Source: an optimization exercise on an open RTL-to-GDS flow (aim: a short achievable clock period and few clock cycles). Production flows keep margins and buffers that such runs may drop.
Function was checked by simulation only, so behaviour that the tests miss may differ from the original.
No activity file was given, so power comes from the tool's default toggle rates.

==> flow/config.mk <==
export PLATFORM = sky130hd
export DESIGN_NAME = Pipeline_CPU
export DESIGN_NICKNAME = Pipeline_CPU
export VERILOG_FILES = /design/flow/design.v
export SDC_FILE = /design/flow/constraint.sdc
export NUM_CORES = 8
export LEC_CHECK = 0
export CAP_MARGIN = 20
export CORE_MARGIN = 2
export CORE_UTILIZATION = 55
export PLACE_DENSITY = 0.75
export SETUP_SLACK_MARGIN = 3.2
export SLEW_MARGIN = 20
export SYNTH_HIERARCHICAL = 1
==> flow/constraint.sdc <==
create_clock -name core_clock -period 6.0 [get_ports {clk}]
set_input_delay 1.2000 -clock core_clock [delete_from_list [all_inputs] [get_ports {clk}]]
set_output_delay 1.2000 -clock core_clock [all_outputs]
set_load 0.01 [all_outputs]
==> flow/design.v <==
module Pipeline_CPU(
    input clk,                  
    input rst,                  
    input [31:0] Data_in,       
    input [31:0] inst_IF,       
    output [31:0] PC_out_IF,    
    output MemRW_Mem,           
    output [31:0] Addr_out,     
    output [31:0] Data_out      
);
    integer i;
    genvar gi;
    reg  [31:2] pc;
    reg  [31:0] pc_oh;           
    reg  [31:0] ic_v;
    reg  [11:7] ic_tag [0:31];
    reg  [31:0] ic_w   [0:31];
    reg  [31:0] w1_q;
    reg         w1_okq;
    reg  [31:0] btb_v;
    reg  [31:0] btb_tw  [0:31];
    reg  [31:0] btb_twv;
    reg  [8:7]  btb_tag [0:31];
    reg  [11:2] btb_tgt [0:31];
    reg  [11:2] btb_tg4 [0:31];
    reg  [1:0]  btb_cnt [0:31];
    reg         x0_chk, x1_chk;            
    reg         x0_wr,  x1_wr;             
    reg  [4:0]  x0_rd,  x1_rd;
    reg         x0_br,  x1_br, x0_jal, x1_jal, x0_jalr;
    reg         x0_bne, x1_bne;
    reg  [31:2] x0_bt, x1_bt, x0_jt, x1_jt, x0_pc4, x1_pc4;
    reg  [31:0] x0_a, x0_b, x1_a, x1_b, x0_sd, x1_sd, x0_pre, x1_pre;
    reg         x0_add, x0_sub, x0_sll, x0_srl, x0_sra, x0_slt, x0_sltu, x0_xor, x0_or, x0_and;
    reg         x1_add, x1_sub, x1_sll, x1_srl, x1_sra, x1_slt, x1_sltu, x1_xor, x1_or, x1_and;
    reg         x0_hit, x1_hit, x0_ptk, x1_ptk, x0_pg, x1_pg;
    reg  [1:0]  x0_cnt, x1_cnt;
    reg  [4:0]  x0_bidx, x1_bidx;
    reg  [8:7]  x0_btag, x1_btag;
    reg  [11:2] x0_ptgt, x1_ptgt, x0_lo, x1_lo;
    reg         x_ld, x_st, x_ms;          
    reg  [4:0]  x_ldrd;                    
    reg         x_ldw;
    reg         m0_wr, m1_wr, m_ld, m_st, m_ms, m_jalr;
    reg  [4:0]  m0_rd, m1_rd;
    reg  [31:1] m0_we, m1_we;
    reg  [31:0] m0_res, m1_res, m_addr, m_sd;
    reg  [31:2] m_jt;
    reg  [31:0] rf [1:31];
    wire [31:0] wb0 = (m_ld & ~m_ms) ? Data_in : m0_res;
    wire [31:0] wb1 = (m_ld &  m_ms) ? Data_in : m1_res;
    assign Addr_out  = m_addr;
    assign Data_out  = m_sd;
    assign MemRW_Mem = m_st;
    assign PC_out_IF = {pc, 2'b00};
    wire jr_m = m_jalr;
    wire [31:0] w0 = inst_IF;
    wire [31:0] w1 = w1_q;
    wire        w1_ok = w1_okq;
    wire        d0_lui, d0_auipc, d0_jal, d0_jalr, d0_br, d0_ld, d0_st, d0_op, d0_u1, d0_u2, d0_wr;
    wire        d1_lui, d1_auipc, d1_jal, d1_jalr, d1_br, d1_ld, d1_st, d1_op, d1_u1, d1_u2, d1_wr;
    wire [9:0]  d0_s, d1_s;    
    wire [31:0] d0_immb, d1_immb;              
    idec u_d0 (.w(w0), .lui(d0_lui), .auipc(d0_auipc), .jal(d0_jal), .jalr(d0_jalr),
               .br(d0_br), .ld(d0_ld), .st(d0_st), .op(d0_op), .use1(d0_u1), .use2(d0_u2),
               .wr(d0_wr), .s(d0_s), .immb(d0_immb));
    idec u_d1 (.w(w1), .lui(d1_lui), .auipc(d1_auipc), .jal(d1_jal), .jalr(d1_jalr),
               .br(d1_br), .ld(d1_ld), .st(d1_st), .op(d1_op), .use1(d1_u1), .use2(d1_u2),
               .wr(d1_wr), .s(d1_s), .immb(d1_immb));
    wire [4:0] r0d = w0[11:7], r01 = w0[19:15], r02 = w0[24:20];
    wire [4:0] r1d = w1[11:7], r11 = w1[19:15], r12 = w1[24:20];
    wire [31:2] pc4, pc8, pc12;
    inc30 u_i4 (.a(pc), .k(2'd1), .y(pc4));
    inc30 u_i8 (.a(pc), .k(2'd2), .y(pc8));
    inc30 u_ic (.a(pc), .k(2'd3), .y(pc12));
    wire [31:0] oh1 = {pc_oh[30:0], pc_oh[31]};
    wire [31:0] oh2 = {pc_oh[29:0], pc_oh[31:30]};
    wire [31:0] oh3 = {pc_oh[28:0], pc_oh[31:29]};
    wire [31:2] bt0, jt0, bt1, jt1;
    wire [10:0] lob0, loj0, lob1, loj1;
    wire        pgb0, pgj0, pgb1, pgj1;
    tgt u_t0 (.pc(pc), .ci(1'b0), .lpc(pc[11:2]), .w(w0), .bt(bt0), .jt(jt0), .lob(lob0), .loj(loj0), .pgb(pgb0), .pgj(pgj0));
    tgt u_t1 (.pc(pc), .ci(1'b1), .lpc(pc4[11:2]), .w(w1), .bt(bt1), .jt(jt1), .lob(lob1), .loj(loj1), .pgb(pgb1), .pgj(pgj1));
    wire [31:0] pre0 = d0_lui ? {w0[31:12], 12'h0} : d0_auipc ? ({pc, 2'b00} + {w0[31:12], 12'h0})
                     : (d0_jal | d0_jalr) ? {pc4, 2'b00} : 32'd0;
    wire [31:0] pre1 = d1_lui ? {w1[31:12], 12'h0} : d1_auipc ? ({pc, 2'b00} + {w1[31:12], 12'h004})
                     : (d1_jal | d1_jalr) ? {pc8, 2'b00} : 32'd0;
    wire [63:0]  tags_f;
    wire [319:0] tgts_f, tg4s_f;
    wire [63:0]  cnts_f;
    wire [1023:0] tws_f;
    generate for (gi = 0; gi < 32; gi = gi + 1) begin : btbf
        assign tws_f[32*gi +: 32]  = btb_tw[gi];
        assign tags_f[2*gi +: 2]   = btb_tag[gi];
        assign tgts_f[10*gi +: 10] = btb_tgt[gi];
        assign tg4s_f[10*gi +: 10] = btb_tg4[gi];
        assign cnts_f[2*gi +: 2]   = btb_cnt[gi];
    end endgenerate
    wire        b0_hit, b0_tk, b1_hit, b1_tk;
    wire [1:0]  b0_cnt, b1_cnt;
    wire [11:2] b0_tgt, b0_tg4, b1_tgt, b1_tg4;
    wire [31:0] b0_tw, b1_tw;
    wire        b0_twv, b1_twv;
    btb_look u_b0 (.oh(pc_oh), .tag(pc[8:7]), .v(btb_v), .tags(tags_f), .tgts(tgts_f),
                   .tg4s(tg4s_f), .cnts(cnts_f),
                   .tws(tws_f), .twv(btb_twv),
                   .hit(b0_hit), .tk(b0_tk), .cnt(b0_cnt), .tgt(b0_tgt), .tg4(b0_tg4),
                   .tw(b0_tw), .twok(b0_twv));
    btb_look u_b1 (.oh(oh1), .tag(pc4[8:7]), .v(btb_v), .tags(tags_f), .tgts(tgts_f),
                   .tg4s(tg4s_f), .cnts(cnts_f),
                   .tws(tws_f), .twv(btb_twv),
                   .hit(b1_hit), .tk(b1_tk), .cnt(b1_cnt), .tgt(b1_tgt), .tg4(b1_tg4),
                   .tw(b1_tw), .twok(b1_twv));
    wire [31:0] rf01 = (r01 == 5'd0) ? 32'd0 : rf[r01];
    wire [31:0] rf02 = (r02 == 5'd0) ? 32'd0 : rf[r02];
    wire [31:0] rf11 = (r11 == 5'd0) ? 32'd0 : rf[r11];
    wire [31:0] rf12 = (r12 == 5'd0) ? 32'd0 : rf[r12];
    wire [31:0] o01 = (m1_wr & m1_rd == r01) ? wb1 : (m0_wr & m0_rd == r01) ? wb0 : rf01;
    wire [31:0] o02 = (m1_wr & m1_rd == r02) ? wb1 : (m0_wr & m0_rd == r02) ? wb0 : rf02;
    wire [31:0] o11 = (m1_wr & m1_rd == r11) ? wb1 : (m0_wr & m0_rd == r11) ? wb0 : rf11;
    wire [31:0] o12 = (m1_wr & m1_rd == r12) ? wb1 : (m0_wr & m0_rd == r12) ? wb0 : rf12;
    wire e01_1 = x1_wr & (x1_rd == r01), e01_0 = ~e01_1 & x0_wr & (x0_rd == r01);
    wire e02_1 = x1_wr & (x1_rd == r02), e02_0 = ~e02_1 & x0_wr & (x0_rd == r02);
    wire e11_1 = x1_wr & (x1_rd == r11), e11_0 = ~e11_1 & x0_wr & (x0_rd == r11);
    wire e12_1 = x1_wr & (x1_rd == r12), e12_0 = ~e12_1 & x0_wr & (x0_rd == r12);
    wire lu0 = x_ldw & ((d0_u1 & r01 == x_ldrd) | (d0_u2 & r02 == x_ldrd));
    wire lu1 = x_ldw & ((d1_u1 & r11 == x_ldrd) | (d1_u2 & r12 == x_ldrd));
    wire raw  = d0_wr & ((d1_u1 & r11 == r0d) | (d1_u2 & r12 == r0d));
    wire pair = w1_ok & ~b0_tk & ~d0_jal & ~d0_jalr & ~d1_jalr & ~raw & ~lu1
              & ~((d0_ld | d0_st) & (d1_ld | d1_st));
    wire [31:0] sum0, diff0, reso0, res0, sum1, diff1, reso1, res1;
    alu u_a0 (.a(x0_a), .b(x0_b), .pre(x0_pre),
              .s({x0_add, x0_sub, x0_sll, x0_srl, x0_sra, x0_slt, x0_sltu, x0_xor, x0_or, x0_and}),
              .sum(sum0), .diff(diff0), .reso(reso0), .res(res0));
    alu u_a1 (.a(x1_a), .b(x1_b), .pre(x1_pre),
              .s({x1_add, x1_sub, x1_sll, x1_srl, x1_sra, x1_slt, x1_sltu, x1_xor, x1_or, x1_and}),
              .sum(sum1), .diff(diff1), .reso(reso1), .res(res1));
    wire tok0, tok1;
    eq10 u_k0 (.a(x0_lo), .b(x0_ptgt), .y(tok0));
    eq10 u_k1 (.a(x1_lo), .b(x1_ptgt), .y(tok1));
    wire tkn0, act0, mis0r, tkn1, act1, mis1r;
    br_res u_r0 (.a(x0_a), .b(x0_b), .bne(x0_bne), .br(x0_br), .jal(x0_jal),
                 .live(x0_chk & ~jr_m), .ptk(x0_ptk), .tok(x0_pg & tok0),
                 .taken(tkn0), .act(act0), .mis(mis0r));
    br_res u_r1 (.a(x1_a), .b(x1_b), .bne(x1_bne), .br(x1_br), .jal(x1_jal),
                 .live(x1_chk & ~jr_m), .ptk(x1_ptk), .tok(x1_pg & tok1),
                 .taken(tkn1), .act(act1), .mis(mis1r));
    wire mis0 = mis0r;
    wire mis1 = mis1r & ~mis0;
    wire mis  = mis0 | mis1;
    wire [31:2] rd0 = act0 ? (x0_jal ? x0_jt : x0_bt) : x0_pc4;
    wire [31:2] rd1 = act1 ? (x1_jal ? x1_jt : x1_bt) : x1_pc4;
    wire a0s = x0_add, a0d = x0_sub, a1s = x1_add, a1d = x1_sub;
    wire [31:0] n0a, n0b, n0sd, n1a, n1b, n1sd;
    wire [31:0] b0o = d0_op | d0_br ? o02 : d0_immb;
    wire [31:0] b1o = d1_op | d1_br ? o12 : d1_immb;
    wire b0e1 = (d0_op | d0_br) & e02_1, b0e0 = (d0_op | d0_br) & e02_0;
    wire b1e1 = (d1_op | d1_br) & e12_1, b1e0 = (d1_op | d1_br) & e12_0;
    sel7 u_n0a (.s0(e01_1 & a1s), .s1(e01_1 & a1d), .s2(e01_1), .s3(e01_0 & a0s), .s4(e01_0 & a0d),
                .s5(e01_0), .s6(~e01_1 & ~e01_0),
                .d0(sum1), .d1(diff1), .d2(reso1), .d3(sum0), .d4(diff0), .d5(reso0), .d6(o01), .y(n0a));
    sel7 u_n0b (.s0(b0e1 & a1s), .s1(b0e1 & a1d), .s2(b0e1), .s3(b0e0 & a0s), .s4(b0e0 & a0d),
                .s5(b0e0), .s6(~b0e1 & ~b0e0),
                .d0(sum1), .d1(diff1), .d2(reso1), .d3(sum0), .d4(diff0), .d5(reso0), .d6(b0o), .y(n0b));
    sel7 u_n0s (.s0(e02_1 & a1s), .s1(e02_1 & a1d), .s2(e02_1), .s3(e02_0 & a0s), .s4(e02_0 & a0d),
                .s5(e02_0), .s6(~e02_1 & ~e02_0),
                .d0(sum1), .d1(diff1), .d2(reso1), .d3(sum0), .d4(diff0), .d5(reso0), .d6(o02), .y(n0sd));
    sel7 u_n1a (.s0(e11_1 & a1s), .s1(e11_1 & a1d), .s2(e11_1), .s3(e11_0 & a0s), .s4(e11_0 & a0d),
                .s5(e11_0), .s6(~e11_1 & ~e11_0),
                .d0(sum1), .d1(diff1), .d2(reso1), .d3(sum0), .d4(diff0), .d5(reso0), .d6(o11), .y(n1a));
    sel7 u_n1b (.s0(b1e1 & a1s), .s1(b1e1 & a1d), .s2(b1e1), .s3(b1e0 & a0s), .s4(b1e0 & a0d),
                .s5(b1e0), .s6(~b1e1 & ~b1e0),
                .d0(sum1), .d1(diff1), .d2(reso1), .d3(sum0), .d4(diff0), .d5(reso0), .d6(b1o), .y(n1b));
    sel7 u_n1s (.s0(e12_1 & a1s), .s1(e12_1 & a1d), .s2(e12_1), .s3(e12_0 & a0s), .s4(e12_0 & a0d),
                .s5(e12_0), .s6(~e12_1 & ~e12_0),
                .d0(sum1), .d1(diff1), .d2(reso1), .d3(sum0), .d4(diff0), .d5(reso0), .d6(o12), .y(n1sd));
    wire stall = lu0;
    wire hold  = ~jr_m & ~mis & stall;
    wire go0   = ~jr_m & ~mis & ~stall;
    wire go1   = go0 & pair;
    wire s_t0  = go0 & b0_tk;
    wire s_t1  = go1 & b1_tk;
    wire s_p8  = go1 & ~b1_tk;
    wire s_p4  = go0 & ~pair & ~b0_tk;
    wire [31:2] pc_nx = ({30{s_t0}} & {pc[31:12], b0_tgt}) | ({30{s_t1}} & {pc4[31:12], b1_tgt})
                      | ({30{s_p8}} & pc8) | ({30{s_p4}} & pc4) | ({30{hold}} & pc)
                      | ({30{jr_m}} & m_jt) | ({30{mis0}} & rd0) | ({30{mis1}} & rd1);
    wire [31:0] oh_bt0, oh_bt1, oh_mjt, oh_rd0, oh_rd1;
    dec5 u_o1 (.a(b0_tgt[6:2]), .y(oh_bt0));
    dec5 u_o2 (.a(b1_tgt[6:2]), .y(oh_bt1));
    dec5 u_o3 (.a(m_jt[6:2]),   .y(oh_mjt));
    dec5 u_o4 (.a(rd0[6:2]),    .y(oh_rd0));
    dec5 u_o5 (.a(rd1[6:2]),    .y(oh_rd1));
    wire [31:0] oh_nx = ({32{s_t0}} & oh_bt0) | ({32{s_t1}} & oh_bt1) | ({32{s_p8}} & oh2)
                      | ({32{s_p4}} & oh1) | ({32{hold}} & pc_oh) | ({32{jr_m}} & oh_mjt)
                      | ({32{mis0}} & oh_rd0) | ({32{mis1}} & oh_rd1);
    wire [1023:0] icw_f;
    wire [159:0]  ict_f;
    generate for (gi = 0; gi < 32; gi = gi + 1) begin : icf
        assign icw_f[32*gi +: 32] = ic_w[gi];
        assign ict_f[5*gi +: 5]   = ic_tag[gi];
    end endgenerate
    wire [31:0] r8_w, r12_w;
    wire        r8_ok, r12_ok;
    ic_look u_c8  (.oh(oh2), .tag(pc8[11:7]),  .v(ic_v), .tags(ict_f), .ws(icw_f), .ok(r8_ok),  .w(r8_w));
    ic_look u_c12 (.oh(oh3), .tag(pc12[11:7]), .v(ic_v), .tags(ict_f), .ws(icw_f), .ok(r12_ok), .w(r12_w));
    wire [31:0] w1_nx = ({32{hold}} & w1_q) | ({32{s_p4}} & r8_w) | ({32{s_p8}} & r12_w)
                      | ({32{s_t0}} & b0_tw) | ({32{s_t1}} & b1_tw);
    wire        ok_nx = (hold & w1_okq) | (s_p4 & r8_ok) | (s_p8 & r12_ok)
                      | (s_t0 & b0_twv) | (s_t1 & b1_twv);
    wire k1 = ~jr_m & ~mis0;         
    always @(posedge clk or posedge rst) begin
        if (rst) begin
            pc     <= 30'd0;
            pc_oh  <= 32'd1;
            w1_okq <= 1'b0;
            x0_chk <= 1'b0; x1_chk <= 1'b0;
            x0_wr  <= 1'b0; x1_wr  <= 1'b0;
            x0_br  <= 1'b0; x1_br  <= 1'b0;
            x0_jal <= 1'b0; x1_jal <= 1'b0; x0_jalr <= 1'b0;
            x_ld   <= 1'b0; x_st   <= 1'b0; x_ldw <= 1'b0;
            m0_wr  <= 1'b0; m1_wr  <= 1'b0;
            m0_we  <= 31'd0; m1_we <= 31'd0;
            m_ld   <= 1'b0; m_st   <= 1'b0; m_jalr <= 1'b0;
        end else begin
            pc     <= pc_nx;
            pc_oh  <= oh_nx;
            w1_okq <= ok_nx;
            x0_chk <= go0 & ~d0_jalr;
            x1_chk <= go1;
            x0_wr  <= go0 & d0_wr;
            x1_wr  <= go1 & d1_wr;
            x0_br  <= go0 & d0_br;
            x1_br  <= go1 & d1_br;
            x0_jal <= go0 & d0_jal;
            x1_jal <= go1 & d1_jal;
            x0_jalr <= go0 & d0_jalr;
            x_ld   <= (go0 & d0_ld) | (go1 & d1_ld);
            x_st   <= (go0 & d0_st) | (go1 & d1_st);
            x_ldw  <= (go0 & d0_ld & d0_wr) | (go1 & d1_ld & d1_wr);
            m0_wr  <= ~jr_m & x0_wr;
            m1_wr  <= k1 & x1_wr;
            m0_we  <= {31{~jr_m & x0_wr}} & (32'd1 << x0_rd) >> 1;
            m1_we  <= {31{k1 & x1_wr}} & (32'd1 << x1_rd) >> 1;
            m_ld   <= x_ld & (x_ms ? k1 : ~jr_m);
            m_st   <= x_st & (x_ms ? k1 : ~jr_m);
            m_jalr <= ~jr_m & x0_jalr;
        end
    end
    always @(posedge clk) begin
        w1_q <= w1_nx;
        x0_rd <= r0d;  x1_rd <= r1d;
        x0_bne <= w0[12]; x1_bne <= w1[12];
        x0_bt <= bt0; x0_jt <= jt0; x0_pc4 <= pc4;
        x1_bt <= bt1; x1_jt <= jt1; x1_pc4 <= pc8;
        x0_a <= n0a; x0_b <= n0b; x0_sd <= n0sd; x0_pre <= pre0;
        x1_a <= n1a; x1_b <= n1b; x1_sd <= n1sd; x1_pre <= pre1;
        {x0_add, x0_sub, x0_sll, x0_srl, x0_sra, x0_slt, x0_sltu, x0_xor, x0_or, x0_and} <= d0_s;
        {x1_add, x1_sub, x1_sll, x1_srl, x1_sra, x1_slt, x1_sltu, x1_xor, x1_or, x1_and} <= d1_s;
        x0_hit <= b0_hit; x0_cnt <= b0_cnt; x0_bidx <= pc[6:2]; x0_btag <= pc[8:7];
        x1_hit <= b1_hit; x1_cnt <= b1_cnt; x1_bidx <= pc4[6:2]; x1_btag <= pc4[8:7];
        x0_ptk <= b0_tk; x0_ptgt <= b0_tgt;
        x1_ptk <= b1_tk; x1_ptgt <= b1_tgt;
        x0_lo <= d0_jal ? loj0[9:0] : lob0[9:0];
        x0_pg <= d0_jal ? pgj0 : pgb0;
        x1_lo <= d1_jal ? loj1[9:0] : lob1[9:0];
        x1_pg <= d1_jal ? pgj1 : pgb1;
        x_ms   <= go1 & (d1_ld | d1_st);
        x_ldrd <= (go1 & d1_ld) ? r1d : r0d;
        m0_rd <= x0_rd; m1_rd <= x1_rd;
        m0_res <= res0; m1_res <= res1;
        m_ms   <= x_ms;
        m_addr <= x_ms ? sum1 : sum0;
        m_sd   <= x_ms ? x1_sd : x0_sd;
        m_jt   <= sum0[31:2];
    end
    always @(posedge clk or posedge rst) begin
        if (rst) ic_v <= 32'd0;
        else     ic_v <= ic_v | pc_oh;
    end
    always @(posedge clk) begin
        for (i = 0; i < 32; i = i + 1)
            if (pc_oh[i]) begin
                ic_w[i]   <= inst_IF;
                ic_tag[i] <= pc[11:7];
            end
    end
    always @(posedge clk or posedge rst) begin
        if (rst) begin
            for (i = 1; i < 32; i = i + 1) rf[i] <= 32'd0;
        end else begin
            for (i = 1; i < 32; i = i + 1)
                if (m1_we[i])      rf[i] <= wb1;
                else if (m0_we[i]) rf[i] <= wb0;
        end
    end
    reg         u0_ins, u0_dec, u0_clr, u1_ins, u1_dec, u1_clr;
    reg  [31:0] u0_oh, u1_oh;
    reg  [8:7]  u0_tag, u1_tag;
    reg  [11:2] u0_tgt, u1_tgt;
    reg  [1:0]  u0_cnt, u1_cnt;
    wire l0 = x0_chk & ~jr_m, l1 = x1_chk & k1;
    always @(posedge clk or posedge rst) begin
        if (rst) begin
            u0_ins <= 1'b0; u0_dec <= 1'b0; u0_clr <= 1'b0;
            u1_ins <= 1'b0; u1_dec <= 1'b0; u1_clr <= 1'b0;
        end else begin
            u0_ins <= l0 & act0;
            u0_dec <= l0 & x0_br & ~tkn0 & x0_hit;
            u0_clr <= l0 & ~x0_br & ~x0_jal & x0_hit;
            u1_ins <= l1 & act1;
            u1_dec <= l1 & x1_br & ~tkn1 & x1_hit;
            u1_clr <= l1 & ~x1_br & ~x1_jal & x1_hit;
        end
    end
    always @(posedge clk) begin
        u0_oh  <= 32'd1 << x0_bidx;
        u0_tag <= x0_btag;
        u0_tgt <= x0_jal ? x0_jt[11:2] : x0_bt[11:2];
        u0_cnt <= ~x0_hit ? (x0_jal ? 2'b11 : 2'b10)
                : act0    ? ((x0_cnt == 2'b11) ? 2'b11 : x0_cnt + 2'b01)
                :           ((x0_cnt == 2'b00) ? 2'b00 : x0_cnt - 2'b01);
        u1_oh  <= 32'd1 << x1_bidx;
        u1_tag <= x1_btag;
        u1_tgt <= x1_jal ? x1_jt[11:2] : x1_bt[11:2];
        u1_cnt <= ~x1_hit ? (x1_jal ? 2'b11 : 2'b10)
                : act1    ? ((x1_cnt == 2'b11) ? 2'b11 : x1_cnt + 2'b01)
                :           ((x1_cnt == 2'b00) ? 2'b00 : x1_cnt - 2'b01);
    end
    reg  [11:2] u1_t4, u0_t4;
    reg  [31:0] u1_t4oh, u0_t4oh;
    wire [11:2] x1_t4 = (x1_jal ? x1_jt[11:2] : x1_bt[11:2]) + 10'd1;
    wire [11:2] x0_t4 = (x0_jal ? x0_jt[11:2] : x0_bt[11:2]) + 10'd1;
    always @(posedge clk) begin
        u1_t4 <= x1_t4; u1_t4oh <= 32'd1 << x1_t4[6:2];
        u0_t4 <= x0_t4; u0_t4oh <= 32'd1 << x0_t4[6:2];
    end
    wire [31:0] u1_tw, u0_tw;
    wire        u1_twok, u0_twok;
    ic_look u_cu1 (.oh(u1_t4oh), .tag(u1_t4[11:7]), .v(ic_v), .tags(ict_f), .ws(icw_f), .ok(u1_twok), .w(u1_tw));
    ic_look u_cu0 (.oh(u0_t4oh), .tag(u0_t4[11:7]), .v(ic_v), .tags(ict_f), .ws(icw_f), .ok(u0_twok), .w(u0_tw));
    always @(posedge clk or posedge rst) begin
        if (rst) begin
            btb_twv <= 32'd0;
        end else begin
            for (i = 0; i < 32; i = i + 1)
                if (u1_oh[i] & u1_ins)      btb_twv[i] <= u1_twok;
                else if (u0_oh[i] & u0_ins) btb_twv[i] <= u0_twok;
        end
    end
    always @(posedge clk or posedge rst) begin
        if (rst) begin
            btb_v <= 32'd0;
        end else begin
            for (i = 0; i < 32; i = i + 1)
                if (u1_oh[i] & (u1_ins | u1_clr))      btb_v[i] <= u1_ins;
                else if (u0_oh[i] & (u0_ins | u0_clr)) btb_v[i] <= u0_ins;
        end
    end
    always @(posedge clk) begin
        for (i = 0; i < 32; i = i + 1) begin
            if (u1_oh[i] & u1_ins) begin
                btb_tag[i] <= u1_tag;
                btb_tgt[i] <= u1_tgt;
                btb_tg4[i] <= u1_t4;
                btb_tw[i]  <= u1_tw;
            end else if (u0_oh[i] & u0_ins) begin
                btb_tag[i] <= u0_tag;
                btb_tgt[i] <= u0_tgt;
                btb_tg4[i] <= u0_t4;
                btb_tw[i]  <= u0_tw;
            end
            if (u1_oh[i] & (u1_ins | u1_dec))      btb_cnt[i] <= u1_cnt;
            else if (u0_oh[i] & (u0_ins | u0_dec)) btb_cnt[i] <= u0_cnt;
        end
    end
endmodule
module idec(input [31:0] w,
            output lui, output auipc, output jal, output jalr, output br,
            output ld, output st, output op, output use1, output use2, output wr,
            output [9:0] s, output [31:0] immb);
    wire [4:0] opc = w[6:2];
    wire [2:0] f3  = w[14:12];
    wire       f7b = w[30];
    assign lui   = (opc == 5'b01101);
    assign auipc = (opc == 5'b00101);
    assign jal   = (opc == 5'b11011);
    assign jalr  = (opc == 5'b11001);
    assign br    = (opc == 5'b11000);
    assign ld    = (opc == 5'b00000);
    assign st    = (opc == 5'b01000);
    assign op    = (opc == 5'b01100);
    wire   opi   = (opc == 5'b00100);
    assign use1  = ~(lui | auipc | jal);
    assign use2  = op | st | br;
    assign wr    = (w[11:7] != 5'd0) & ~(br | st);
    wire alu = op | opi;
    assign s[9] = (alu & f3 == 3'b000 & ~(op & f7b)) | ld | st;    
    assign s[8] = op & f3 == 3'b000 & f7b;                         
    assign s[7] = alu & f3 == 3'b001;                              
    assign s[6] = alu & f3 == 3'b101 & ~f7b;                       
    assign s[5] = alu & f3 == 3'b101 & f7b;                        
    assign s[4] = alu & f3 == 3'b010;                              
    assign s[3] = alu & f3 == 3'b011;                              
    assign s[2] = alu & f3 == 3'b100;                              
    assign s[1] = alu & f3 == 3'b110;                              
    assign s[0] = alu & f3 == 3'b111;                              
    assign immb = st ? {{20{w[31]}}, w[31:25], w[11:7]} : {{20{w[31]}}, w[31:20]};
endmodule
module tgt(input [31:2] pc, input ci, input [11:2] lpc, input [31:0] w,
           output [31:2] bt, output [31:2] jt,
           output [10:0] lob, output [10:0] loj, output pgb, output pgj);
    wire [31:0] immB = {{19{w[31]}}, w[31], w[7], w[30:25], w[11:8], 1'b0};
    wire [31:0] immJ = {{11{w[31]}}, w[31], w[19:12], w[20], w[30:21], 1'b0};
    wire [30:0] sb = {pc, ci} + {immB[31:2], ci};
    wire [30:0] sj = {pc, ci} + {immJ[31:2], ci};
    assign bt  = sb[30:1];
    assign jt  = sj[30:1];
    assign lob = {1'b0, lpc} + {1'b0, immB[11:2]};
    assign loj = {1'b0, lpc} + {1'b0, immJ[11:2]};
    assign pgb = (lob[10] == w[31]);
    assign pgj = w[31] ? (loj[10] & (w[19:12] == 8'hFF)) : (~loj[10] & (w[19:12] == 8'h00));
endmodule
module alu(input [31:0] a, input [31:0] b, input [31:0] pre, input [9:0] s,
           output [31:0] sum, output [31:0] diff, output [31:0] reso, output [31:0] res);
    add32 u_add (.a(a), .b(b), .y(sum));
    sub32 u_sub (.a(a), .b(b), .y(diff));
    wire        lts = $signed(a) < $signed(b);
    wire        ltu = a < b;
    wire [31:0] shl = a << b[4:0];
    wire [31:0] shr = a >> b[4:0];
    wire [31:0] sha = $signed(a) >>> b[4:0];
    assign reso = ({32{s[7]}} & shl) | ({32{s[6]}} & shr) | ({32{s[5]}} & sha)
                | ({32{s[2]}} & (a ^ b)) | ({32{s[1]}} & (a | b)) | ({32{s[0]}} & (a & b))
                | pre | {31'd0, (s[4] & lts) | (s[3] & ltu)};
    sel4 u_res (.s0(s[9]), .d0(sum), .s1(s[8]), .d1(diff), .s2(1'b1), .d2(reso),
                .s3(1'b0), .d3(32'd0), .y(res));
endmodule
module add32(input [31:0] a, input [31:0] b, output [31:0] y);
    assign y = a + b;
endmodule
module sub32(input [31:0] a, input [31:0] b, output [31:0] y);
    assign y = a - b;
endmodule
module inc30(input [31:2] a, input [1:0] k, output [31:2] y);
    assign y = a + {28'd0, k};
endmodule
module eq10(input [9:0] a, input [9:0] b, output y);
    assign y = (a == b);
endmodule
module dec5(input [4:0] a, output [31:0] y);
    assign y = 32'd1 << a;
endmodule
module sel4(input s0, input [31:0] d0, input s1, input [31:0] d1,
            input s2, input [31:0] d2, input s3, input [31:0] d3,
            output [31:0] y);
    assign y = ({32{s0}} & d0) | ({32{s1}} & d1) | ({32{s2}} & d2) | ({32{s3}} & d3);
endmodule
module sel7(input s0, input s1, input s2, input s3, input s4, input s5, input s6,
            input [31:0] d0, input [31:0] d1, input [31:0] d2, input [31:0] d3,
            input [31:0] d4, input [31:0] d5, input [31:0] d6,
            output [31:0] y);
    assign y = ({32{s0}} & d0) | ({32{s1}} & d1) | ({32{s2}} & d2) | ({32{s3}} & d3)
             | ({32{s4}} & d4) | ({32{s5}} & d5) | ({32{s6}} & d6);
endmodule
module btb_look(input [31:0] oh, input [8:7] tag, input [31:0] v,
                input [63:0] tags, input [319:0] tgts, input [319:0] tg4s, input [63:0] cnts,
                input [1023:0] tws, input [31:0] twv,
                output hit, output tk, output [1:0] cnt, output [11:2] tgt, output [11:2] tg4,
                output [31:0] tw, output twok);
    reg        rv, rtv;
    reg [31:0] rtw;
    reg [1:0]  rtag, rcnt;
    reg [9:0]  rtgt, rtg4;
    integer k;
    always @(*) begin
        rv = 1'b0; rtag = 2'd0; rcnt = 2'd0; rtgt = 10'd0; rtg4 = 10'd0;
        rtv = 1'b0; rtw = 32'd0;
        for (k = 0; k < 32; k = k + 1) begin
            rtv  = rtv  | (oh[k] & twv[k]);
            rtw  = rtw  | ({32{oh[k]}} & tws[32*k +: 32]);
            rv   = rv   | (oh[k] & v[k]);
            rtag = rtag | ({2{oh[k]}} & tags[2*k +: 2]);
            rcnt = rcnt | ({2{oh[k]}} & cnts[2*k +: 2]);
            rtgt = rtgt | ({10{oh[k]}} & tgts[10*k +: 10]);
            rtg4 = rtg4 | ({10{oh[k]}} & tg4s[10*k +: 10]);
        end
    end
    assign hit = rv;
    assign cnt = rcnt;
    assign tk  = rv & rcnt[1];
    assign tgt = rtgt;
    assign tg4 = rtg4;
    assign tw  = rtw;
    assign twok = rtv;
endmodule
module ic_look(input [31:0] oh, input [11:7] tag, input [31:0] v,
               input [159:0] tags, input [1023:0] ws, output ok, output [31:0] w);
    reg        rv;
    reg [4:0]  rtag;
    reg [31:0] rw;
    integer k;
    always @(*) begin
        rv = 1'b0; rtag = 5'd0; rw = 32'd0;
        for (k = 0; k < 32; k = k + 1) begin
            rv   = rv   | (oh[k] & v[k]);
            rtag = rtag | ({5{oh[k]}} & tags[5*k +: 5]);
            rw   = rw   | ({32{oh[k]}} & ws[32*k +: 32]);
        end
    end
    assign ok = rv & (rtag == tag);
    assign w  = rw;
endmodule
module br_res(input [31:0] a, input [31:0] b, input bne, input br, input jal,
              input live, input ptk, input tok,
              output taken, output act, output mis);
    wire eq = (a == b);
    assign taken = eq ^ bne;
    assign act   = jal | (br & taken);
    assign mis   = live & (ptk ? ~(act & tok) : act);
endmodule
==> flow/run.sh <==
#!/bin/bash
# synth_recipe.tcl (not shown) runs the flow's synth.tcl, then flattens the netlist and writes it again
# the make line also repeats each setting of config.mk as NAME=value (left out here)
make -C /OpenROAD-flow-scripts/flow DESIGN_CONFIG=/design/flow/config.mk WORK_HOME=/design/flow/orfs CLKGATE_MAP_FILE= SYNTH_SCRIPT=/design/flow/synth_recipe.tcl finish
==> results by group, run 1 <==
Run status
  – Failed at: 5_1_grt
  – Status: stopped before the end
  – Err: [ERROR GRT-0232] Routing congestion too high. Check the congestion heatmap in the GUI.

Floorplanning
  – Starting Density: 55.2%
  – Die Ht: 719 um
  – I/O Pins: 163
  – Die width: 719 um
  – Row count: roughly 260

Logic synthesis
  – Cell area after synthesis: between 200,000 and 300,000 um^2
  – Yosys warnings: 49
  – Mean post-synth cell area: 9.83 um^2
  – Post-Syn Instances: between 20,000 and 30,000

GRT
  – Gr usage total: 76.4%
  – Largest net degree at the start of global routing: 160
  – GRT Residual Overflow: 4

Clock tree
  – Cts hold-fix bufs: 0
  – CTS root buf: clkbuf_16
  – Longest Clk Path Bufs: 4
  – H-tree Lvls: 5
  – CTS Buf Count: 480

Placed design
  – DP Area: 293,000 um^2
  – GPL Wtd Cong: 1.17
  – Final HPWL DP: 1160 mm
  – Port bufs: 158
  – Placed cell count: roughly 34,000
-- per-stage QoR --
stage	hold WS (ns)	setup WS, ns
CTS	0.446	2.18
detailed placement	0.440	0.149
global placement	0.418	-0.107
floorplan	0.329	-12.28
-- worst min-delay path by stage --
stage                endpoint      start  cells past startpoint
CTS                  m_sd[17]  x1_sd[17]                      1
detailed placement  u0_cnt[1]     x0_hit                      1
global placement    u0_cnt[1]     x0_hit                      1
floorplan            m0_rd[1]   x0_rd[1]                      0
-- repair_timing --
item                                     CTS
cloned                                    99
setup buffers                           1391
gates resized for setup                 3722
endpoints found under the setup margin  2600
pin swaps                               1209
-- per-layer routing --
layer | track usage (%) | GRT overflow
met3 | 64.2 | 4
met5 | 38.5 | 0
met2 | 89.3 | 0
met4 | 74.8 | 0
met1 | 77.4 | 0
-- power groups by stage --
stage	clock network, mW	registers (mW)	logic, mW
floorplan	0	52.4	63.6
global placement	0	59.6	108
detailed placement	0	59.5	111
CTS	32.3	58.2	130
Testbench counts, summed over its fixed seeds: cycles 41,367.
==> run 2, diff against run 1 <==
--- a/flow/design.v
+++ b/flow/design.v
@@ -18,4 +18,5 @@
     reg  [31:0] w1_q;
     reg         w1_okq;
+    reg  [31:0] w1_o1, w1_o2;      
     reg  [31:0] btb_v;
     reg  [31:0] btb_tw  [0:31];
@@ -114,6 +115,12 @@
     wire [31:0] rf01 = (r01 == 5'd0) ? 32'd0 : rf[r01];
     wire [31:0] rf02 = (r02 == 5'd0) ? 32'd0 : rf[r02];
-    wire [31:0] rf11 = (r11 == 5'd0) ? 32'd0 : rf[r11];
-    wire [31:0] rf12 = (r12 == 5'd0) ? 32'd0 : rf[r12];
+    wire [31:0] rf11, rf12;
+    wire [1023:0] rf_f;
+    assign rf_f[31:0] = 32'd0;
+    generate for (gi = 1; gi < 32; gi = gi + 1) begin : rff
+        assign rf_f[32*gi +: 32] = rf[gi];
+    end endgenerate
+    rf_oh u_rf11 (.oh(w1_o1), .r(rf_f), .y(rf11));
+    rf_oh u_rf12 (.oh(w1_o2), .r(rf_f), .y(rf12));
     wire [31:0] o01 = (m1_wr & m1_rd == r01) ? wb1 : (m0_wr & m0_rd == r01) ? wb0 : rf01;
     wire [31:0] o02 = (m1_wr & m1_rd == r02) ? wb1 : (m0_wr & m0_rd == r02) ? wb0 : rf02;
@@ -176,23 +183,30 @@
                 .d0(sum1), .d1(diff1), .d2(reso1), .d3(sum0), .d4(diff0), .d5(reso0), .d6(o12), .y(n1sd));
     wire stall = lu0;
-    wire hold  = ~jr_m & ~mis & stall;
-    wire go0   = ~jr_m & ~mis & ~stall;
+    wire fgo   = ~jr_m & ~stall;
+    wire hold  = ~jr_m & stall;
+    wire go0   = fgo & ~mis;
     wire go1   = go0 & pair;
-    wire s_t0  = go0 & b0_tk;
-    wire s_t1  = go1 & b1_tk;
-    wire s_p8  = go1 & ~b1_tk;
-    wire s_p4  = go0 & ~pair & ~b0_tk;
-    wire [31:2] pc_nx = ({30{s_t0}} & {pc[31:12], b0_tgt}) | ({30{s_t1}} & {pc4[31:12], b1_tgt})
+    wire s_t0  = fgo & b0_tk;
+    wire s_t1  = fgo & pair & b1_tk;
+    wire s_p8  = fgo & pair & ~b1_tk;
+    wire s_p4  = fgo & ~pair & ~b0_tk;
+    wire [31:2] pc_fd = ({30{s_t0}} & {pc[31:12], b0_tgt}) | ({30{s_t1}} & {pc4[31:12], b1_tgt})
                       | ({30{s_p8}} & pc8) | ({30{s_p4}} & pc4) | ({30{hold}} & pc)
-                      | ({30{jr_m}} & m_jt) | ({30{mis0}} & rd0) | ({30{mis1}} & rd1);
+                      | ({30{jr_m}} & m_jt);
+    wire [31:2] pc_nx = mis0 ? rd0 : mis1r ? rd1 : pc_fd;
     wire [31:0] oh_bt0, oh_bt1, oh_mjt, oh_rd0, oh_rd1;
     dec5 u_o1 (.a(b0_tgt[6:2]), .y(oh_bt0));
     dec5 u_o2 (.a(b1_tgt[6:2]), .y(oh_bt1));
     dec5 u_o3 (.a(m_jt[6:2]),   .y(oh_mjt));
-    dec5 u_o4 (.a(rd0[6:2]),    .y(oh_rd0));
-    dec5 u_o5 (.a(rd1[6:2]),    .y(oh_rd1));
-    wire [31:0] oh_nx = ({32{s_t0}} & oh_bt0) | ({32{s_t1}} & oh_bt1) | ({32{s_p8}} & oh2)
-                      | ({32{s_p4}} & oh1) | ({32{hold}} & pc_oh) | ({32{jr_m}} & oh_mjt)
-                      | ({32{mis0}} & oh_rd0) | ({32{mis1}} & oh_rd1);
+    wire [31:0] oh_t0, oh_n0, oh_t1, oh_n1;
+    dec5 u_o4 (.a(x0_jal ? x0_jt[6:2] : x0_bt[6:2]), .y(oh_t0));
+    dec5 u_o5 (.a(x0_pc4[6:2]), .y(oh_n0));
+    dec5 u_o6 (.a(x1_jal ? x1_jt[6:2] : x1_bt[6:2]), .y(oh_t1));
+    dec5 u_o7 (.a(x1_pc4[6:2]), .y(oh_n1));
+    assign oh_rd0 = act0 ? oh_t0 : oh_n0;
+    assign oh_rd1 = act1 ? oh_t1 : oh_n1;
+    wire [31:0] oh_fd = ({32{s_t0}} & oh_bt0) | ({32{s_t1}} & oh_bt1) | ({32{s_p8}} & oh2)
+                      | ({32{s_p4}} & oh1) | ({32{hold}} & pc_oh) | ({32{jr_m}} & oh_mjt);
+    wire [31:0] oh_nx = mis0 ? oh_rd0 : mis1r ? oh_rd1 : oh_fd;
     wire [1023:0] icw_f;
     wire [159:0]  ict_f;
@@ -207,6 +221,19 @@
     wire [31:0] w1_nx = ({32{hold}} & w1_q) | ({32{s_p4}} & r8_w) | ({32{s_p8}} & r12_w)
                       | ({32{s_t0}} & b0_tw) | ({32{s_t1}} & b1_tw);
-    wire        ok_nx = (hold & w1_okq) | (s_p4 & r8_ok) | (s_p8 & r12_ok)
-                      | (s_t0 & b0_twv) | (s_t1 & b1_twv);
+    wire [31:0] o8_1, o8_2, o12_1, o12_2, ot0_1, ot0_2, ot1_1, ot1_2;
+    dec5 u_p1 (.a(r8_w[19:15]),  .y(o8_1));
+    dec5 u_p2 (.a(r8_w[24:20]),  .y(o8_2));
+    dec5 u_p3 (.a(r12_w[19:15]), .y(o12_1));
+    dec5 u_p4 (.a(r12_w[24:20]), .y(o12_2));
+    dec5 u_p5 (.a(b0_tw[19:15]), .y(ot0_1));
+    dec5 u_p6 (.a(b0_tw[24:20]), .y(ot0_2));
+    dec5 u_p7 (.a(b1_tw[19:15]), .y(ot1_1));
+    dec5 u_p8 (.a(b1_tw[24:20]), .y(ot1_2));
+    wire [31:0] o1_nx = ({32{hold}} & w1_o1) | ({32{s_p4}} & o8_1) | ({32{s_p8}} & o12_1)
+                      | ({32{s_t0}} & ot0_1) | ({32{s_t1}} & ot1_1);
+    wire [31:0] o2_nx = ({32{hold}} & w1_o2) | ({32{s_p4}} & o8_2) | ({32{s_p8}} & o12_2)
+                      | ({32{s_t0}} & ot0_2) | ({32{s_t1}} & ot1_2);
+    wire        ok_nx = ~mis & ((hold & w1_okq) | (s_p4 & r8_ok) | (s_p8 & r12_ok)
+                      | (s_t0 & b0_twv) | (s_t1 & b1_twv));
     wire k1 = ~jr_m & ~mis0;         
     always @(posedge clk or posedge rst) begin
@@ -249,5 +276,7 @@
     end
     always @(posedge clk) begin
-        w1_q <= w1_nx;
+        w1_q  <= w1_nx;
+        w1_o1 <= o1_nx;
+        w1_o2 <= o2_nx;
         x0_rd <= r0d;  x1_rd <= r1d;
         x0_bne <= w0[12]; x1_bne <= w1[12];
@@ -520,2 +549,12 @@
     assign mis   = live & (ptk ? ~(act & tok) : act);
 endmodule
+module rf_oh(input [31:0] oh, input [1023:0] r, output [31:0] y);
+    reg [31:0] acc;
+    integer k;
+    always @(*) begin
+        acc = 32'd0;
+        for (k = 1; k < 32; k = k + 1)
+            acc = acc | ({32{oh[k]}} & r[32*k +: 32]);
+    end
+    assign y = acc;
+endmodule
--- a/flow/config.mk
+++ b/flow/config.mk
@@ -8,6 +8,6 @@
 export CAP_MARGIN = 20
 export CORE_MARGIN = 2
-export CORE_UTILIZATION = 55
-export PLACE_DENSITY = 0.75
+export CORE_UTILIZATION = 40
+export PLACE_DENSITY = 0.6
 export SETUP_SLACK_MARGIN = 3.2
 export SLEW_MARGIN = 20
==> results by group, run 2 <==
Pwr
  – Clock network power share: between 10% and 20%
  – Peak supply drop: 942 uV
  – Part of the power in registers: 22.9%
  – Comb pwr share: 64.5%
  – Power Dens Cells: 761 nW/um^2
  – Internal: 134 mW
  – Leakage power: 132 nW
  – Sw frac: 52.0%
  – Sw power: 145 mW

Min path
  – Worst min-delay path category: reg -> reg

Worst setup path
  – Worst Setup End Kind: flip-flop
  – Crit Path Class: reg -> reg
  – RR Startpoint: w1_o1[17]
  – Slowest stage delay, CP: between 0.9 and 1 ns
  – WP depth: 8
  – Buf/Inv on CP: 1
  – Worst R2R End: x1_a[26]
  – Startpoint types: flip-flop
  – Worst Setup SP: w1_o1[17]
  – Flop-to-flop setup slack: approximately 1.9 ns
  – Crit path max fanout: 10
  – CP required: 7.15 ns
  – Path depth of the worst reg2reg path: 8
  – CP delay by family, top: compound AO/OA/AOI/OAI gates
  – Slowest-stage cell, CP: dfxtp_2
  – Critical path destination: x1_a[26]
  – Crit-path cells: buf_4 -> a22oi_1 -> nand3_1 -> or4_1 -> o21ai_0 -> o21ai_1 -> a222oi_1 -> nand3_1
  – Worst EP arrival: approximately 5.2 ns
  – Worst path most repeated cell: nand3_1

Job
  – Max Cap Violations: 1

GRT
  – Vias in the first global route: 291,000
  – Gr usage total: 55.6%
  – Largest net degree at the start of global routing: 137
  – First-pass GRT wire length: between 2000 and 3000 mm
  – GRT Residual Overflow: 0
  – Initial antenna violation count: between 300 and 400

Detailed routing
  – 1st-iter DRT viols: 79,900
  – Drc violations: 0
  – DR vias/cell: 8.15
  – Routed WL: 2160 mm
  – DR vias: approximately 340k
  – Remaining antenna violation count after routing: 0
  – Routed len/inst: between 50 and 60 um
  – DR pass1 iterations: 28

Timing
  – Fmax: 245 MHz
  – Tcrit/Tclk final: 68.0%
  – RSZ-0062 raised after global routing: true
  – Tmin final: 4.08 ns
  – Clock skew: 0.0956 ns
  – Worst slew margin: -9.58%
  – Pins Over Slew Limit: 5
  – Final setup vio count: 0
  – Final Hold Vio Count: 0
  – Worst-margin pin slew: 1.64 ns
  – Setup TNS: 0 ns

Layout
  – Commonest cells after routing, fill and taps aside: a22oi_1, nand2_1, edfxtp_1, o21ai_0, buf_4
  – Fillers: 63,200
  – Fin cells: between 40,000 and 50,000
  – Layout cells sized above 1: 29.9%
  – Final #Nets: 31,200
  – Largest Register: rf
  – Most common cell after layout, fill and taps aside: a22oi_1
  – Biggest regs: rf (992), btb_tw (960), ic_w (960)
  – Max FFs per register: 992
  – Area Growth Syn to Fin: 27.7%

Clock tree
  – Clk slew on worst S/H paths: 0.07 ns
  – CTS root buf: clkbuf_16 (unchanged)
  – CTS Sinks: 4,648
  – Longest Clk Path Bufs: 4 (unchanged)
  – CTS Buf Count: 556 (was 480)
  – CTS tree: done
  – H-tree Lvls: 6 (was 5)
  – Clk latency of the worst-skew pair: 1.28 ns

Floorplanning
  – Row count: 311 (was 262)
  – Die footprint: between 700,000 and 800,000 um^2
  – Core region area: 717,000 um^2
  – I/O Pins: 163 (unchanged)
  – Die width: 852 um (was 719 um)
  – Starting Density: 40.1% (was 55.2%)
  – Die Ht: 852 um (was 719 um)

Logic synthesis
  – Yosys warnings: 50 (was 49)
  – Post-Syn Instances: 29,500 (was 28,600)
  – Cell area after synthesis: 288,000 um^2 (was 281,000 um^2)
  – Mean post-synth cell area: 9.76 um^2 (was 9.83 um^2)

Placed design
  – Port bufs: 158 (unchanged)
  – GPL Wtd Cong: 1.11 (was 1.17)
  – Placed cell count: 37,500 (was 33,900)
  – Final HPWL DP: 1250 mm (was 1160 mm)

Run status
  – SO Faults: capacitance limit, slew limit
  – Status: failed layout checks (was stopped before the end)
[run 2: timing repair]
item | 4_1_cts | 5_1_grt
pin swaps | 919 | 915
hold buffers | 0 | 0
endpoints found under the hold margin | 0 | 0
resized for setup | 4140 | 1503
setup endpoints to repair | 3227 | 2012
gates cloned | 152 | 75
buffers inserted | 1321 | 557
[run 2: worst register-to-register path, stage by stage (launching register included)]
cell	delay, ns
dfxtp_2	0.97
buf_4	0.56
a22oi_1	0.16
nand3_1	0.18
or4_1	0.79
o21ai_0	0.23
o21ai_1	0.82
a222oi_1	0.16
nand3_1	0.15
[run 2: how the worst min path moves through the flow]
stage,start,end,slack [ns],cells after the start
detailed placement,x0_hit,u0_cnt[1],0.43,1
CTS,x0_hit,u0_cnt[1],0.45,1
global placement,x0_hit,u0_cnt[1],0.43,1
finish,x0_hit,u0_cnt[1],0.45,1
global route,x0_hit,u0_cnt[1],0.47,1
floorplan,x0_rd[0],m0_rd[0],0.33,0
[run 2: layout make-up]
cell class | count | area, um^2 | area share (%)
Clock inverter | 263 | 2660 | 0.724
Clock buffer | 747 | 15400 | 4.20
Sequential cell | 4648 | 125000 | 34.1
Multi-Input combinational cell | 21400 | 165000 | 44.8
Inverter | 339 | 1330 | 0.362
Timing Repair Buffer | 3636 | 44700 | 12.2
Tap cell | 9546 | 11900 | 3.25
Antenna cell | 551 | 1380 | 0.375
[run 2: per-stage QoR]
stage / hold slack (ns) / utilization [%] / worst slack, ns / total power [mW] / cell area [um^2]
global route: 0.466 / 51.1 / 2.09 / 276 / 367000
detailed placement: 0.426 / 42.1 / 0.235 / 188 / 302000
floorplan: 0.329 / - / -12.28 / 127 / 288000
finish: 0.454 / 51.2 / 1.92 / 280 / 368000
CTS: 0.447 / 49.1 / 2.30 / 249 / 352000
global placement: 0.427 / 42.1 / 0.186 / 187 / 302000
[run 2: metal layers]
| metal | vias to the layer above | routed length, um | GRT usage, % |
|---|---|---|---|
| li1 | 118000 | - | - |
| met1 | 161000 | 680000 | 62.0 |
| met2 | 41200 | 792000 | 71.6 |
| met3 | 14800 | 393000 | 34.1 |
| met4 | 248 | 283000 | 51.5 |
| met5 | - | 7800 | 5.00 |
[run 2: power by group through the flow]
stage          Clock [mW]  Combinational [mW]  Sequential, mW
6_report             35.3                 180            63.9
5_1_grt              36.0                 177            63.0
3_3_place_gp            0                 123            64.2
3_5_place_dp            0                 124            64.1
2_1_floorplan           0                71.3            55.4
4_1_cts              34.7                 152            62.1
Testbench counts of run 2, summed over its fixed seeds: cycles 41,367.
==> run 3, diff against run 2 <==
--- a/flow/design.v
+++ b/flow/design.v
@@ -80,7 +80,8 @@
     wire [31:2] bt0, jt0, bt1, jt1;
     wire [10:0] lob0, loj0, lob1, loj1;
+    wire [9:0]  l4b0, l4j0, l4b1, l4j1;
     wire        pgb0, pgj0, pgb1, pgj1;
-    tgt u_t0 (.pc(pc), .ci(1'b0), .lpc(pc[11:2]), .w(w0), .bt(bt0), .jt(jt0), .lob(lob0), .loj(loj0), .pgb(pgb0), .pgj(pgj0));
-    tgt u_t1 (.pc(pc), .ci(1'b1), .lpc(pc4[11:2]), .w(w1), .bt(bt1), .jt(jt1), .lob(lob1), .loj(loj1), .pgb(pgb1), .pgj(pgj1));
+    tgt u_t0 (.pc(pc), .ci(1'b0), .lpc(pc[11:2]), .w(w0), .bt(bt0), .jt(jt0), .lob(lob0), .loj(loj0), .l4b(l4b0), .l4j(l4j0), .pgb(pgb0), .pgj(pgj0));
+    tgt u_t1 (.pc(pc), .ci(1'b1), .lpc(pc4[11:2]), .w(w1), .bt(bt1), .jt(jt1), .lob(lob1), .loj(loj1), .l4b(l4b1), .l4j(l4j1), .pgb(pgb1), .pgj(pgj1));
     wire [31:0] pre0 = d0_lui ? {w0[31:12], 12'h0} : d0_auipc ? ({pc, 2'b00} + {w0[31:12], 12'h0})
                      : (d0_jal | d0_jalr) ? {pc4, 2'b00} : 32'd0;
@@ -219,5 +220,34 @@
     ic_look u_c8  (.oh(oh2), .tag(pc8[11:7]),  .v(ic_v), .tags(ict_f), .ws(icw_f), .ok(r8_ok),  .w(r8_w));
     ic_look u_c12 (.oh(oh3), .tag(pc12[11:7]), .v(ic_v), .tags(ict_f), .ws(icw_f), .ok(r12_ok), .w(r12_w));
-    wire [31:0] w1_nx = ({32{hold}} & w1_q) | ({32{s_p4}} & r8_w) | ({32{s_p8}} & r12_w)
+    reg  [11:2] x0_t4, x1_t4, xn0, xn1;
+    reg  [31:0] ohx_t0, ohx_n0, ohx_t1, ohx_n1;
+    wire [9:0]  f0_t4 = d0_jal ? l4j0 : l4b0;
+    wire [9:0]  f1_t4 = d1_jal ? l4j1 : l4b1;
+    always @(posedge clk) begin
+        x0_t4 <= f0_t4;  ohx_t0 <= 32'd1 << f0_t4[4:0];
+        x1_t4 <= f1_t4;  ohx_t1 <= 32'd1 << f1_t4[4:0];
+        xn0   <= pc8[11:2];  ohx_n0 <= oh2;
+        xn1   <= pc12[11:2]; ohx_n1 <= oh3;
+    end
+    wire [31:0] wx_t0, wx_n0, wx_t1, wx_n1;
+    wire        kx_t0, kx_n0, kx_t1, kx_n1;
+    ic_look u_cx1 (.oh(ohx_t0), .tag(x0_t4[11:7]), .v(ic_v), .tags(ict_f), .ws(icw_f), .ok(kx_t0), .w(wx_t0));
+    ic_look u_cx2 (.oh(ohx_n0), .tag(xn0[11:7]),   .v(ic_v), .tags(ict_f), .ws(icw_f), .ok(kx_n0), .w(wx_n0));
+    ic_look u_cx3 (.oh(ohx_t1), .tag(x1_t4[11:7]), .v(ic_v), .tags(ict_f), .ws(icw_f), .ok(kx_t1), .w(wx_t1));
+    ic_look u_cx4 (.oh(ohx_n1), .tag(xn1[11:7]),   .v(ic_v), .tags(ict_f), .ws(icw_f), .ok(kx_n1), .w(wx_n1));
+    wire [31:0] ox_t0_1, ox_t0_2, ox_n0_1, ox_n0_2, ox_t1_1, ox_t1_2, ox_n1_1, ox_n1_2;
+    dec5 u_rx1 (.a(wx_t0[19:15]), .y(ox_t0_1));
+    dec5 u_rx2 (.a(wx_t0[24:20]), .y(ox_t0_2));
+    dec5 u_rx3 (.a(wx_n0[19:15]), .y(ox_n0_1));
+    dec5 u_rx4 (.a(wx_n0[24:20]), .y(ox_n0_2));
+    dec5 u_rx5 (.a(wx_t1[19:15]), .y(ox_t1_1));
+    dec5 u_rx6 (.a(wx_t1[24:20]), .y(ox_t1_2));
+    dec5 u_rx7 (.a(wx_n1[19:15]), .y(ox_n1_1));
+    dec5 u_rx8 (.a(wx_n1[24:20]), .y(ox_n1_2));
+    wire [31:0] wr0  = act0 ? wx_t0 : wx_n0,     wr1  = act1 ? wx_t1 : wx_n1;
+    wire        kr0  = act0 ? kx_t0 : kx_n0,     kr1  = act1 ? kx_t1 : kx_n1;
+    wire [31:0] or0_1 = act0 ? ox_t0_1 : ox_n0_1, or1_1 = act1 ? ox_t1_1 : ox_n1_1;
+    wire [31:0] or0_2 = act0 ? ox_t0_2 : ox_n0_2, or1_2 = act1 ? ox_t1_2 : ox_n1_2;
+    wire [31:0] w1_fd = ({32{hold}} & w1_q) | ({32{s_p4}} & r8_w) | ({32{s_p8}} & r12_w)
                       | ({32{s_t0}} & b0_tw) | ({32{s_t1}} & b1_tw);
     wire [31:0] o8_1, o8_2, o12_1, o12_2, ot0_1, ot0_2, ot1_1, ot1_2;
@@ -230,10 +260,14 @@
     dec5 u_p7 (.a(b1_tw[19:15]), .y(ot1_1));
     dec5 u_p8 (.a(b1_tw[24:20]), .y(ot1_2));
-    wire [31:0] o1_nx = ({32{hold}} & w1_o1) | ({32{s_p4}} & o8_1) | ({32{s_p8}} & o12_1)
+    wire [31:0] w1_nx = mis0 ? wr0 : mis1r ? wr1 : w1_fd;
+    wire [31:0] o1_fd = ({32{hold}} & w1_o1) | ({32{s_p4}} & o8_1) | ({32{s_p8}} & o12_1)
                       | ({32{s_t0}} & ot0_1) | ({32{s_t1}} & ot1_1);
-    wire [31:0] o2_nx = ({32{hold}} & w1_o2) | ({32{s_p4}} & o8_2) | ({32{s_p8}} & o12_2)
+    wire [31:0] o1_nx = mis0 ? or0_1 : mis1r ? or1_1 : o1_fd;
+    wire [31:0] o2_fd = ({32{hold}} & w1_o2) | ({32{s_p4}} & o8_2) | ({32{s_p8}} & o12_2)
                       | ({32{s_t0}} & ot0_2) | ({32{s_t1}} & ot1_2);
-    wire        ok_nx = ~mis & ((hold & w1_okq) | (s_p4 & r8_ok) | (s_p8 & r12_ok)
-                      | (s_t0 & b0_twv) | (s_t1 & b1_twv));
+    wire [31:0] o2_nx = mis0 ? or0_2 : mis1r ? or1_2 : o2_fd;
+    wire        ok_fd = (hold & w1_okq) | (s_p4 & r8_ok) | (s_p8 & r12_ok)
+                      | (s_t0 & b0_twv) | (s_t1 & b1_twv);
+    wire        ok_nx = mis0 ? kr0 : mis1r ? kr1 : ok_fd;
     wire k1 = ~jr_m & ~mis0;         
     always @(posedge clk or posedge rst) begin
@@ -359,14 +393,14 @@
     reg  [11:2] u1_t4, u0_t4;
     reg  [31:0] u1_t4oh, u0_t4oh;
-    wire [11:2] x1_t4 = (x1_jal ? x1_jt[11:2] : x1_bt[11:2]) + 10'd1;
-    wire [11:2] x0_t4 = (x0_jal ? x0_jt[11:2] : x0_bt[11:2]) + 10'd1;
     always @(posedge clk) begin
-        u1_t4 <= x1_t4; u1_t4oh <= 32'd1 << x1_t4[6:2];
-        u0_t4 <= x0_t4; u0_t4oh <= 32'd1 << x0_t4[6:2];
+        u1_t4 <= x1_t4; u1_t4oh <= ohx_t1;
+        u0_t4 <= x0_t4; u0_t4oh <= ohx_t0;
+    end
+    reg  [31:0] u1_tw, u0_tw;
+    reg         u1_twok, u0_twok;
+    always @(posedge clk) begin
+        u1_tw <= wx_t1; u1_twok <= kx_t1;
+        u0_tw <= wx_t0; u0_twok <= kx_t0;
     end
-    wire [31:0] u1_tw, u0_tw;
-    wire        u1_twok, u0_twok;
-    ic_look u_cu1 (.oh(u1_t4oh), .tag(u1_t4[11:7]), .v(ic_v), .tags(ict_f), .ws(icw_f), .ok(u1_twok), .w(u1_tw));
-    ic_look u_cu0 (.oh(u0_t4oh), .tag(u0_t4[11:7]), .v(ic_v), .tags(ict_f), .ws(icw_f), .ok(u0_twok), .w(u0_tw));
     always @(posedge clk or posedge rst) begin
         if (rst) begin
@@ -439,5 +473,6 @@
 module tgt(input [31:2] pc, input ci, input [11:2] lpc, input [31:0] w,
            output [31:2] bt, output [31:2] jt,
-           output [10:0] lob, output [10:0] loj, output pgb, output pgj);
+           output [10:0] lob, output [10:0] loj, output [9:0] l4b, output [9:0] l4j,
+           output pgb, output pgj);
     wire [31:0] immB = {{19{w[31]}}, w[31], w[7], w[30:25], w[11:8], 1'b0};
     wire [31:0] immJ = {{11{w[31]}}, w[31], w[19:12], w[20], w[30:21], 1'b0};
@@ -448,4 +483,8 @@
     assign lob = {1'b0, lpc} + {1'b0, immB[11:2]};
     assign loj = {1'b0, lpc} + {1'b0, immJ[11:2]};
+    wire [10:0] s4b = {lpc, 1'b1} + {immB[11:2], 1'b1};
+    wire [10:0] s4j = {lpc, 1'b1} + {immJ[11:2], 1'b1};
+    assign l4b = s4b[10:1];       
+    assign l4j = s4j[10:1];
     assign pgb = (lob[10] == w[31]);
     assign pgj = w[31] ? (loj[10] & (w[19:12] == 8'hFF)) : (~loj[10] & (w[19:12] == 8'h00));
--- a/flow/config.mk
+++ b/flow/config.mk
@@ -6,9 +6,9 @@
 export NUM_CORES = 8
 export LEC_CHECK = 0
-export CAP_MARGIN = 20
+export CAP_MARGIN = 40
 export CORE_MARGIN = 2
 export CORE_UTILIZATION = 40
 export PLACE_DENSITY = 0.6
 export SETUP_SLACK_MARGIN = 3.2
-export SLEW_MARGIN = 20
+export SLEW_MARGIN = 40
 export SYNTH_HIERARCHICAL = 1
==> results by group, run 3 <==
Clock tree
  – CTS Sinks: 4,747 (was 4,648)
  – CTS tree: done (unchanged)
  – CTS Buf Count: 575 (was 556)
  – Clk slew on worst S/H paths: 0.06 ns (was 0.07 ns)
  – Clk latency of the worst-skew pair: 1.33 ns (was 1.28 ns)
  – CTS root buf: clkbuf_16 (unchanged)
  – Longest Clk Path Bufs: 4 (unchanged)
  – H-tree Lvls: 6 (unchanged)

Run status
  – Status: failed layout checks (unchanged)
  – SO Faults: antenna rules (was capacitance limit, slew limit)

Detailed routing
  – 1st-iter DRT viols: 85,800 (was 79,900)
  – Routed WL: 2360 mm (was 2160 mm)
  – DR vias/cell: 8.34 (was 8.15)
  – Remaining antenna violation count after routing: 1 (was 0)
  – Routed len/inst: 53.8 um (was 52.4 um)
  – DR vias: 365,000 (was 335,000)
  – Drc violations: 0 (unchanged)
  – DR pass1 iterations: 23 (was 28)

Worst setup path
  – RR Startpoint: pc_oh[26] (was w1_o1[17])
  – Path depth of the worst reg2reg path: 11 (was 8)
  – Slowest-stage cell, CP: nor4_4 (was dfxtp_2)
  – Worst R2R End: w1_okq (was x1_a[26])
  – CP required: 7.23 ns (was 7.15 ns)
  – Crit path max fanout: 60 (was 10)
  – Startpoint types: flip-flop (unchanged)
  – Worst EP arrival: 5.44 ns (was 5.23 ns)
  – Slowest stage delay, CP: 0.61 ns (was 0.97 ns)
  – Crit-path cells: buf_12 -> buf_12 -> a22oi_2 -> nand4_1 -> nor4_4 -> xor2_1 -> nand4_1 -> nor3_2 -> a221o_1 -> a21oi_1 -> o22ai_1 (was buf_4 -> a22oi_1 -> nand3_1 -> or4_1 -> o21ai_0 -> o21ai_1 -> a222oi_1 -> nand3_1)
  – Worst Setup End Kind: flip-flop (unchanged)
  – Flop-to-flop setup slack: 1.79 ns (was 1.92 ns)
  – Crit Path Class: reg -> reg (unchanged)

Layout
  – Max FFs per register: 992 (unchanged)
  – Layout cells sized above 1: 27.1% (was 29.9%)
  – Final #Nets: 33,100 (was 31,200)
  – Commonest cells after routing, fill and taps aside: a22oi_1, nand2_1, edfxtp_1, o21ai_0, buf_4 (unchanged)
  – Biggest regs: rf (992), btb_tw (960), ic_w (960) (unchanged)
  – Largest Register: rf (unchanged)
  – Most common cell after layout, fill and taps aside: a22oi_1 (unchanged)
  – Area Growth Syn to Fin: 23.7% (was 27.7%)
  – Fin cells: 43,700 (was 41,100)

Timing
  – RSZ-0062 raised after global routing: true (unchanged)
  – Fmax: 238 MHz (was 245 MHz)
  – Clock skew: 0.126 ns (was 0.0956 ns)
  – Worst-margin pin slew: 1.19 ns (was 1.64 ns)
  – Pins Over Slew Limit: 0 (was 5)
  – Setup TNS: 0 ns (unchanged)
  – Worst slew margin: 20.4% (was -9.58%)
  – Final setup vio count: 0 (unchanged)
  – Hold_ws: 0.275 ns (was 0.454 ns)
  – Tmin final: 4.21 ns (was 4.08 ns)
  – Tcrit/Tclk final: 70.2% (was 68.0%)
  – Final Hold Vio Count: 0 (unchanged)

GRT
  – Initial antenna violation count: 337 (was 344)
  – Vias in the first global route: 318,000 (was 291,000)
  – First-pass GRT wire length: 3020 mm (was 2750 mm)
  – Largest net degree at the start of global routing: 110 (was 137)
  – GRT Residual Overflow: 0 (unchanged)
  – Gr usage total: 57.1% (was 55.6%)

Floorplanning
  – Starting Density: 40.2% (was 40.1%)
  – Die footprint: 775,000 um^2 (was 726,000 um^2)
  – Die Ht: 880 um (was 852 um)
  – Core region area: 765,000 um^2 (was 717,000 um^2)
  – I/O Pins: 163 (unchanged)
  – Die width: 880 um (was 852 um)
  – Row count: 321 (was 311)

Job
  – Max Cap Violations: 0 (was 1)

Pwr
  – Power Dens Cells: 707 nW/um^2 (was 761 nW/um^2)
  – Peak supply drop: 934 uV (was 942 uV)
  – Leakage power: 133 nW (was 132 nW)
  – Final Power: 269 mW (was 280 mW)

Min path
  – Hold_sp: inst_IF[24] (was x0_hit)
  – Hold Path Sink: ic_w[24][24] (was u0_cnt[1])
  – Worst min-delay path category: in -> reg (was reg -> reg)
  – WHS Path Cells: 1 (unchanged)

Logic synthesis
  – Cell area after synthesis: 307,000 um^2 (was 288,000 um^2)
  – Yosys warnings: 50 (unchanged)
  – Post-Syn Instances: 32,100 (was 29,500)
  – Mean post-synth cell area: 9.57 um^2 (was 9.76 um^2)

Placed design
  – Final HPWL DP: 1400 mm (was 1250 mm)
  – GPL Wtd Cong: 1.12 (was 1.11)
  – Port bufs: 158 (unchanged)
  – Placed cell count: 40,400 (was 37,500)
## run 3: stage by stage
stage	util, %	worst slack, ns	area, um^2
6_report	49.7	1.79	380000
5_1_grt	49.5	2.06	379000
4_1_cts	48.1	2.19	368000
3_5_place_dp	42.3	0.206	323000
3_3_place_gp	42.0	-0.0303	321000
2_1_floorplan	-	-12.28	307000
## run 3: worst max path at each step
stage | start | to | slack (ns) | cells past startpoint
5_1_grt | pc_oh[20] | pc[24] | 2.06 | 14
2_1_floorplan | rst | btb_twv[0] | -12.28 | 1
3_5_place_dp | inst_IF[24] | x0_b[17] | 0.21 | 14
4_1_cts | pc_oh[18] | pc_oh[23] | 2.19 | 14
3_3_place_gp | inst_IF[24] | x0_b[17] | -0.03 | 14
6_report | pc_oh[26] | w1_okq | 1.79 | 11
## run 3: area by class of cell
type                            count  area (um^2)
Clock buffer                      768        16000
Sequential cell                  4747       127000
Timing Repair Buffer             3267        38300
Antenna cell                      590         1480
Inverter                          351         1400
Multi-Input combinational cell  23600       179000
Fill cell                       68700       385000
Timing Repair inverter              2         40.0
Tap cell                        10200        12700
Clock inverter                    292         3330
## run 3: what timing repair did
action | CTS | global route
cloned | 103 | 47
hold buffers | 0 | 0
setup buffers | 1083 | 398
setup endpoints to repair | 1658 | 878
resized for setup | 3489 | 1142
pin swaps | 994 | 936
## run 3: critical path: cells and delay by family, from the launching register on
| kind | cells | cell delay [ns] |
|---|---|---|
| AOI/OAI and AO/OA | 4 | 0.80 |
| xor gates and xnor gates | 1 | 0.19 |
| buffers and inverters | 2 | 0.38 |
| DFF | 1 | 0.55 |
| and+or+nand+nor | 4 | 1.91 |
## run 3: routing by layer
metal | track usage, % | vias to the layer above | share of wire, %
li1 | - | 128000 | -
met1 | 63.4 | 175000 | 32
met2 | 73.2 | 45000 | 37
met3 | 34.5 | 16400 | 18
met4 | 54.5 | 195 | 13
met5 | 6.96 | - | 0.24
## run 3: report_power, final
group	switching, mW	total (mW)	leakage (nW)	internal (mW)
sequential	18.1	62.0	45.7	43.9
combinational	115	169	78.1	54.3
clock	16.4	37.6	9.47	21.2
Testbench counts of run 3, summed over its fixed seeds: cycles 39,818.

[re-timing with driven ports]
In the flow no input, the clock included, has a driving cell. The finished layouts below were timed again as built, in two steps.
Step 1 assumes that a clkbuf_16 drives the clock port and a buf_2 every other input.
Step 2 moves the port delays by t, midway between the first and last clock arrival at a register: inputs arrive t later, outputs are due t later. That takes back most of the time a late clock gives input paths.
a / b / c = ideal ports / drivers / drivers and shift; a / b = the first two.
| run | shift t [ns] | slack for setup (ns) | worst data-port slew with drivers (ns) |
|---|---|---|---|
| run 2 | 1.396 | 1.919 / 1.919 / 0.559 | 0.87 |
| run 3 | 1.421 | 1.790 / 1.790 / 0.476 | 0.69 |
The setup slack of run 2, which loses most, moves by 0.000 ns with the drivers and by -1.360 ns with both steps.
